From an optimization exercise on the open Yosys and OpenROAD flow, aimed at small area and a short achievable clock period; shortcuts taken in it are not production practice.
Where RTL was checked, it was by simulation tests only, not by an equivalence proof against the original.
Power is estimated from default activity; no workload was simulated.

## red
## folding_2
module folding_2(Xn,Yn,a,b,clk,switch,rst);
input [15:0] Xn,a,b;
input clk,switch,rst;
output reg [15:0] Yn;
reg ph;                   
reg phn;                  
reg rq;                   
reg [7:0] bone, btwo, bneg;    
reg [15:0] yo;            
reg [15:0] h2, h3;        
reg [15:0] h4;            
reg [15:0] as_, ac;       
wire sh = phn | rq;       
genvar gk, gi;
wire [255:0] bpn;         
wire [15:0] cn = rst ? 16'd0 : (switch ? b : a);    
wire [16:0] ce = {cn, 1'b0};
wire [7:0] eone, etwo, eneg;
generate for (gk = 0; gk < 8; gk = gk + 1) begin : g_bo
  assign eone[gk] = ce[2*gk+1] ^ ce[2*gk];
  assign etwo[gk] = (ce[2*gk+2] & ~ce[2*gk+1] & ~ce[2*gk]) | (~ce[2*gk+2] & ce[2*gk+1] & ce[2*gk]);
  assign eneg[gk] = ce[2*gk+2];
  bpp0 q0 (yo[0], bone[gk], bneg[gk], bpn[gk*16]);
  for (gi = 1; gi < 16 - 2*gk; gi = gi + 1) begin : g_bpi
    bpp q (yo[gi], yo[gi-1], bone[gk], btwo[gk], bneg[gk], bpn[gk*16 + gi]);
  end
end endgenerate
wire [15:0] asg = as_ & {16{ph}};       
wire [15:0] acg = ac & {16{ph}};
wire [15:0] tsn, tcn, ysum;    
wire s1, k2;
wire s3, k4;
wire s5, k6;
wire s7, k8;
wire s9, k10;
wire s11, k12;
wire s13, k14;
wire s15, k16;
wire s17, k18;
wire s19, k20;
wire s21, k22;
wire s23, k24;
wire s25, k26;
wire s27, k28;
wire s29, k30;
wire s31, k32;
wire s33, k34;
wire s35, k36;
wire s37, k38;
wire s39, k40;
wire s41, k42;
wire s43, k44;
wire s45, k46;
wire s47, k48;
wire s49, k50;
wire s51, k52;
wire s53, k54;
wire s55, k56;
wire s57, k58;
wire s59, k60;
wire s61, k62;
wire s63, k64;
wire s65, k66;
wire s67, k68;
wire s69, k70;
wire s71, k72;
wire s73, k74;
wire s75, k76;
wire s77, k78;
wire s79, k80;
wire s81, k82;
wire s83, k84;
wire s85, k86;
wire s87, k88;
wire s89, k90;
wire s91, k92;
wire s93, k94;
wire s95, k96;
wire s97, k98;
wire s99, k100;
wire s101, k102;
wire s103, k104;
wire s105, k106;
wire s107, k108;
wire s109, k110;
wire s111, k112;
wire s113, k114;
wire s115, k116;
wire s117, k118;
wire s119, k120;
wire s121, k122;
wire s123, k124;
  ...
Size in the first run: about 640 cells after synthesis, ~67 I/O pins.
export LEC_CHECK = 0
export ABC_CLOCK_PERIOD_IN_PS = 3000
export CAP_MARGIN = 20
export CORE_MARGIN = 2
export CORE_UTILIZATION = 40
export CTS_BUF_LIST = sky130_fd_sc_hd__clkbuf_4 sky130_fd_sc_hd__clkbuf_8
export SETUP_SLACK_MARGIN = 5
export SLEW_MARGIN = 20
export SYNTH_HIERARCHICAL = 1
export SYNTH_MINIMUM_KEEP_SIZE = 0
create_clock -name core_clock -period 8.0 [get_ports {clk}]
standard.sh (not shown) runs the stock make flow with config.mk's settings and CLKGATE_MAP_FILE= SYNTH_SCRIPT=/design/flow/synth_recipe.tcl, a recipe that flattens the netlist after the stock synthesis.
==> flow/flow/run.sh <==
#!/bin/bash
# Own flow: the standard ORFS flow (standard.sh), with these changes:
#  - ports are buffered with sky130_fd_sc_hd__buf_1 (the resizer upsizes them where timing needs it)
#  - CTS uses clkbuf_4/clkbuf_8 and inserts no dummy loads
# Each step's output goes to its own log in the work folder (ORFS also keeps its logs in orfs/logs).
set -euo pipefail
export BUFFER_PORTS_ARGS="-buffer_cell sky130_fd_sc_hd__buf_1"
export CTS_ARGS="-sink_clustering_enable -repair_clock_nets -dont_use_dummy_load -buf_list {sky130_fd_sc_hd__clkbuf_4 sky130_fd_sc_hd__clkbuf_8}"
net="$PWD/orfs/results/sky130hd/folding_2/base/1_2_yosys.v"
bash standard.sh "$net" > synth.log 2>&1
n=$(grep -c 'sky130_fd_sc_hd__a22oi_2 ' "$net" || true)
sed -i 's/sky130_fd_sc_hd__a22oi_2 /sky130_fd_sc_hd__a22oi_1 /' "$net"
echo "swapped $n a22oi_2 for a22oi_1" > swap.log
bash standard.sh > standard.log 2>&1
[inputs] blue vs red
--- a/flow/design.v
+++ b/flow/design.v
@@ -102,18 +102,19 @@
 wire x136;
 wire x137;
 wire x138;
 wire x139;
 wire x140;
 wire x141;
 wire x142;
 wire x143;
 wire x144;
+wire x145;
 fa u0 (bneg[0], asg[0], acg[0], s1, k2);
 fa u1 (asg[1], acg[1], bpn[1], s3, k4);
 fa u2 (bneg[1], asg[2], acg[2], s5, k6);
 fa u3 (bpn[2], bpn[16], s5, s7, k8);
 fa u4 (asg[3], acg[3], bpn[3], s9, k10);
 fa u5 (bpn[17], k6, s9, s11, k12);
 fa u6 (bneg[2], asg[4], acg[4], s13, k14);
 fa u7 (bpn[4], bpn[18], bpn[32], s15, k16);
 fa u8 (s13, k10, s15, s17, k18);
@@ -182,20 +183,21 @@
 xnr z7 (x132, x133, x136);
 xnr z8 (x134, k116, x137);
 xnr z9 (k118, x135, x138);
 xnr z10 (x136, x137, x139);
 xnr z11 (k120, x138, x140);
 xnr z12 (k122, x139, x141);
 xnr z13 (x140, x141, x142);
 xnr z14 (k124, x142, x143);
 xnr z15 (k126, x143, x144);
-assign tsn = {k128, k112, k98, k84, k72, k60, k50, k40, k32, k24, k18, k12, k8, k4, k2, bpn[0]};
-assign tcn = {x144, s127, s111, s97, s83, s71, s59, s49, s39, s31, s23, s17, s11, s7, s3, s1};
+xnr z16 (x144, k128, x145);
+assign tsn = {x145, k112, k98, k84, k72, k60, k50, k40, k32, k24, k18, k12, k8, k4, k2, bpn[0]};
+assign tcn = {1'b0, s127, s111, s97, s83, s71, s59, s49, s39, s31, s23, s17, s11, s7, s3, s1};
 cpa u_cpa (as_, ac, h4, ysum);
 always @(posedge clk) begin
   ph <= ~switch;
   phn <= switch;
   rq <= rst;
   bone <= eone;
   btwo <= etwo;
   bneg <= eneg;
   yo <= sh ? h2 : h4;
Findings:
- Compared to red, the number of flip-flops in blue is lower.
- As far as final critical-path share of the clock period is concerned, blue and red perform about the same.
- Compared to red, blue has static leakage about 0.6% higher.
- blue and red ended up with nearly the same overall die width.
- Core utilization: blue higher than red
- Clock power went down slightly going from red to blue.
- The post-place instance area of blue and that of red are within noise of each other.
- Setup slack: blue more than red
- Going from red to blue, global-route usage grows by 0.42 points.
- Status: maximum frequency parity (red, blue)


folding_2 again, from the RTL that the note above started with.
Settings: LEC_CHECK=0, ABC_CLOCK_PERIOD_IN_PS=3000, CAP_MARGIN=20, CORE_MARGIN=2, CORE_UTILIZATION=40, SLEW_MARGIN=20, SYNTH_HIERARCHICAL=1, SYNTH_MINIMUM_KEEP_SIZE=0; clock period 8.0 ns.
==> flow/flow/run.sh <==
#!/bin/bash
# Own flow: the standard ORFS flow (standard.sh), with these changes:
#  - ports are buffered with sky130_fd_sc_hd__buf_1 (the resizer upsizes them where timing needs it)
#  - timing repair aims at 5.2 ns of setup slack
#  - CTS uses clkbuf_4/clkbuf_8 and inserts no dummy loads
# Each step's output goes to its own log in the work folder (ORFS also keeps its logs in orfs/logs).
set -euo pipefail
export BUFFER_PORTS_ARGS="-buffer_cell sky130_fd_sc_hd__buf_1"
export SETUP_SLACK_MARGIN=5.2
export CTS_ARGS="-sink_clustering_enable -repair_clock_nets -dont_use_dummy_load -buf_list {sky130_fd_sc_hd__clkbuf_4 sky130_fd_sc_hd__clkbuf_8}"
net="$PWD/orfs/results/sky130hd/folding_2/base/1_2_yosys.v"
bash standard.sh "$net" > synth.log 2>&1
n=$(grep -c 'sky130_fd_sc_hd__a22oi_2 ' "$net" || true)
sed -i 's/sky130_fd_sc_hd__a22oi_2 /sky130_fd_sc_hd__a22oi_1 /' "$net"
echo "swapped $n a22oi_2 for a22oi_1" > swap.log
bash standard.sh > standard.log 2>&1
Edit:
--- a/flow/design.v
+++ b/flow/design.v
@@ -7,19 +7,19 @@
 reg rq;                   
 reg [7:0] bone, btwo, bneg;    
 reg [15:0] yo;            
 reg [15:0] h2, h3;        
 reg [15:0] h4;            
 reg [15:0] as_, ac;       
 wire sh = phn | rq;       
 genvar gk, gi;
 wire [255:0] bpn;         
-wire [15:0] cn = rst ? 16'd0 : (switch ? b : a);    
+wire [15:0] cn = rst ? 16'd0 : (ph ? b : a);    
 wire [16:0] ce = {cn, 1'b0};
 wire [7:0] eone, etwo, eneg;
 generate for (gk = 0; gk < 8; gk = gk + 1) begin : g_bo
   assign eone[gk] = ce[2*gk+1] ^ ce[2*gk];
   assign etwo[gk] = (ce[2*gk+2] & ~ce[2*gk+1] & ~ce[2*gk]) | (~ce[2*gk+2] & ce[2*gk+1] & ce[2*gk]);
   assign eneg[gk] = ce[2*gk+2];
   bpp0 q0 (yo[0], bone[gk], bneg[gk], bpn[gk*16]);
   for (gi = 1; gi < 16 - 2*gk; gi = gi + 1) begin : g_bpi
     bpp q (yo[gi], yo[gi-1], bone[gk], btwo[gk], bneg[gk], bpn[gk*16 + gi]);
Cell area increases by 1.2%.
Power came out higher by 0.92%.
Cell count goes up by 1.1%.
Die area barely changes.
Clock skew shrinks by 0.0074 ns.
Via count grows by 1.3%.
Worst setup slack gets worse by 0.026 ns.
Register-to-register slack got worse by 0.03 ns.
Routed wire length goes up by 2.9%.
Synthesized area barely changes.
Synthesized cell count is unchanged.
Only the layout flow was run in the second run of this note; the RTL was not checked for function there.


== 12-06 ==
folding_2, a different RTL version from the one above (not shown whole).
Size in the first run: about 670 cells after synthesis, roughly 67 I/O pins, ~0.0088 mm2 of cells after synthesis.
==> flow/config.mk <==
export PLATFORM = sky130hd
export DESIGN_NAME = folding_2
export DESIGN_NICKNAME = folding_2
export VERILOG_FILES = /design/flow/design.v
export SDC_FILE = /design/flow/constraint.sdc
export NUM_CORES = 4
export LEC_CHECK = 0
export ABC_CLOCK_PERIOD_IN_PS = 3000
export CAP_MARGIN = 20
export CORE_MARGIN = 2
export CORE_UTILIZATION = 40
export CTS_BUF_LIST = sky130_fd_sc_hd__clkbuf_4 sky130_fd_sc_hd__clkbuf_8
export SETUP_SLACK_MARGIN = 5
export SLEW_MARGIN = 20
export SYNTH_HIERARCHICAL = 1
export SYNTH_MINIMUM_KEEP_SIZE = 0
==> flow/constraint.sdc <==
create_clock -name core_clock -period 8.0 [get_ports {clk}]
set_input_delay 1.6000 -clock core_clock [delete_from_list [all_inputs] [get_ports {clk}]]
set_output_delay 1.6000 -clock core_clock [all_outputs]
set_load 0.01 [all_outputs]
==> flow/flow/run.sh <==
#!/bin/bash
# Own flow: the standard ORFS flow (standard.sh) with two changes:
#  - ports are buffered with sky130_fd_sc_hd__buf_1 (the resizer upsizes them where timing needs it)
#  - CTS uses clkbuf_4/clkbuf_8 and inserts no dummy loads
# Every tool's output goes to standard.log in the work folder (ORFS also keeps its own logs in orfs/logs).
set -euo pipefail
export BUFFER_PORTS_ARGS="-buffer_cell sky130_fd_sc_hd__buf_1"
export CTS_ARGS="-sink_clustering_enable -repair_clock_nets -dont_use_dummy_load -buf_list {sky130_fd_sc_hd__clkbuf_4 sky130_fd_sc_hd__clkbuf_8}"
bash standard.sh > standard.log 2>&1
> inputs changed (12-06 -> 11-12)
-- flow/design.v --
<<< 12-06, line 94
wire s125, k126;
wire s127, k128;
wire s129;
wire s130;
wire s131;
wire s132;
wire s133;
wire s134;
wire s135;
wire s136;
fa u0 (negn[0], asg[0], acg[0], s1, k2);
fa u1 (asg[1], acg[1], bpn[1], s3, k4);
>>> 11-12, line 94
wire s125, k126;
wire s127, k128;
wire x129 = ~(asg[15] ^ acg[15]);
wire x130 = ~(x129 ^ bpn[15]);
wire x131 = ~(bpn[29] ^ bpn[43]);
wire x132 = ~(bpn[57] ^ bpn[71]);
wire x133 = ~(bpn[85] ^ bpn[99]);
wire x134 = ~(bpn[113] ^ k114);
wire x135 = ~(x130 ^ x131);
wire x136 = ~(x132 ^ x133);
wire x137 = ~(x134 ^ k116);
wire x138 = ~(k118 ^ x135);
wire x139 = ~(x136 ^ x137);
wire x140 = ~(k120 ^ x138);
wire x141 = ~(k122 ^ x139);
wire x142 = ~(x140 ^ x141);
wire x143 = ~(k124 ^ x142);
wire x144 = ~(k126 ^ x143);
wire x145 = ~(x144 ^ k128);
fa u0 (negn[0], asg[0], acg[0], s1, k2);
fa u1 (asg[1], acg[1], bpn[1], s3, k4);
<<< 12-06, line 166
fa u62 (k106, k108, s121, s125, k126);
fa u63 (s123, k110, s125, s127, k128);
fa u64 (asg[15], acg[15], bpn[15], s129, );
fa u65 (bpn[29], bpn[43], bpn[57], s130, );
fa u66 (bpn[71], bpn[85], bpn[99], s131, );
fa u67 (bpn[113], k114, k116, s132, );
fa u68 (k118, s129, s130, s133, );
fa u69 (s131, k120, k122, s134, );
fa u70 (s132, s133, k124, s135, );
fa u71 (k126, s134, s135, s136, );
assign tsn = {k128, k112, k98, k84, k72, k60, k50, k40, k32, k24, k18, k12, k8, k4, k2, bpn[0]};
assign tcn = {s136, s127, s111, s97, s83, s71, s59, s49, s39, s31, s23, s17, s11, s7, s3, s1};
cpa u_cpa (as_, ac, xr, ysum);
always @(posedge clk) begin
>>> 11-12, line 175
fa u62 (k106, k108, s121, s125, k126);
fa u63 (s123, k110, s125, s127, k128);
assign tsn = {x145, k112, k98, k84, k72, k60, k50, k40, k32, k24, k18, k12, k8, k4, k2, bpn[0]};
assign tcn = {1'b1, s127, s111, s97, s83, s71, s59, s49, s39, s31, s23, s17, s11, s7, s3, s1};
cpa u_cpa (as_, ac, xr, ysum);
always @(posedge clk) begin
Results
- 11-12: flow completed, timing, DRC and antenna clean
- 11-12 falls short of 12-06 in final period demand of the worst path.
- In 11-12 relative to 12-06, clock network power consumption had gone up slightly.
- Changes observed in 11-12 relative to 12-06: fraction of power consumed by sequential logic went down by 2.0 points, count of nets after finishing went down by 1.4%, fraction of layout instances using a drive strength above 1 went up by 1.3 points, relative slew slack went up by 19 points.
- Cmp 12-06 and 11-12 / synthesized area / lower: 11-12
- Routed wire in 11-12 totals more than in 12-06.
No functional check of the RTL was part of any run of this note.

==> separate check: timing with driven ports <==
The results above use ideal ports. As a check the final layouts listed here were re-extracted and re-timed, cells and wires unchanged. Step 1 sets driving cells, clkbuf_16 on the clock port and buf_2 on the other inputs (assumed; they add their load-dependent delay and slew). Step 2 also shifts input and output timing later by t, the mid clock arrival at the registers, as if the neighbouring blocks saw the same clock. Three values: no drivers, after step 1, after step 2; two values: the first two.
run	shift t [ns]	setup slack, ns	worst setup path at the end	clock arrival spread, ns	worst data-port slew with drivers (ns)
red	0.469	5.084 / 5.084 / 4.875	input to register	0.027 / 0.027	0.03
blue	0.471	5.092 / 5.092 / 4.853	input to register	0.028 / 0.028	0.03
the first run of note 2	0.472	5.250 / 5.250 / 4.853	input to register	0.031 / 0.031	0.03
the second run of note 2	0.474	5.224 / 5.224 / 4.902	input to register	0.026 / 0.026	0.03
12-06	0.481	5.033 / 5.033 / 4.891	input to register	0.037 / 0.036	0.03
11-12	0.491	4.598 / 4.598 / 4.598	register to register	0.043 / 0.043	0.03
After both steps setup and hold are still met in every run listed. The setup slack of the first run of note 2, which loses most, moves by 0.000 ns with the drivers and by -0.397 ns with both steps.
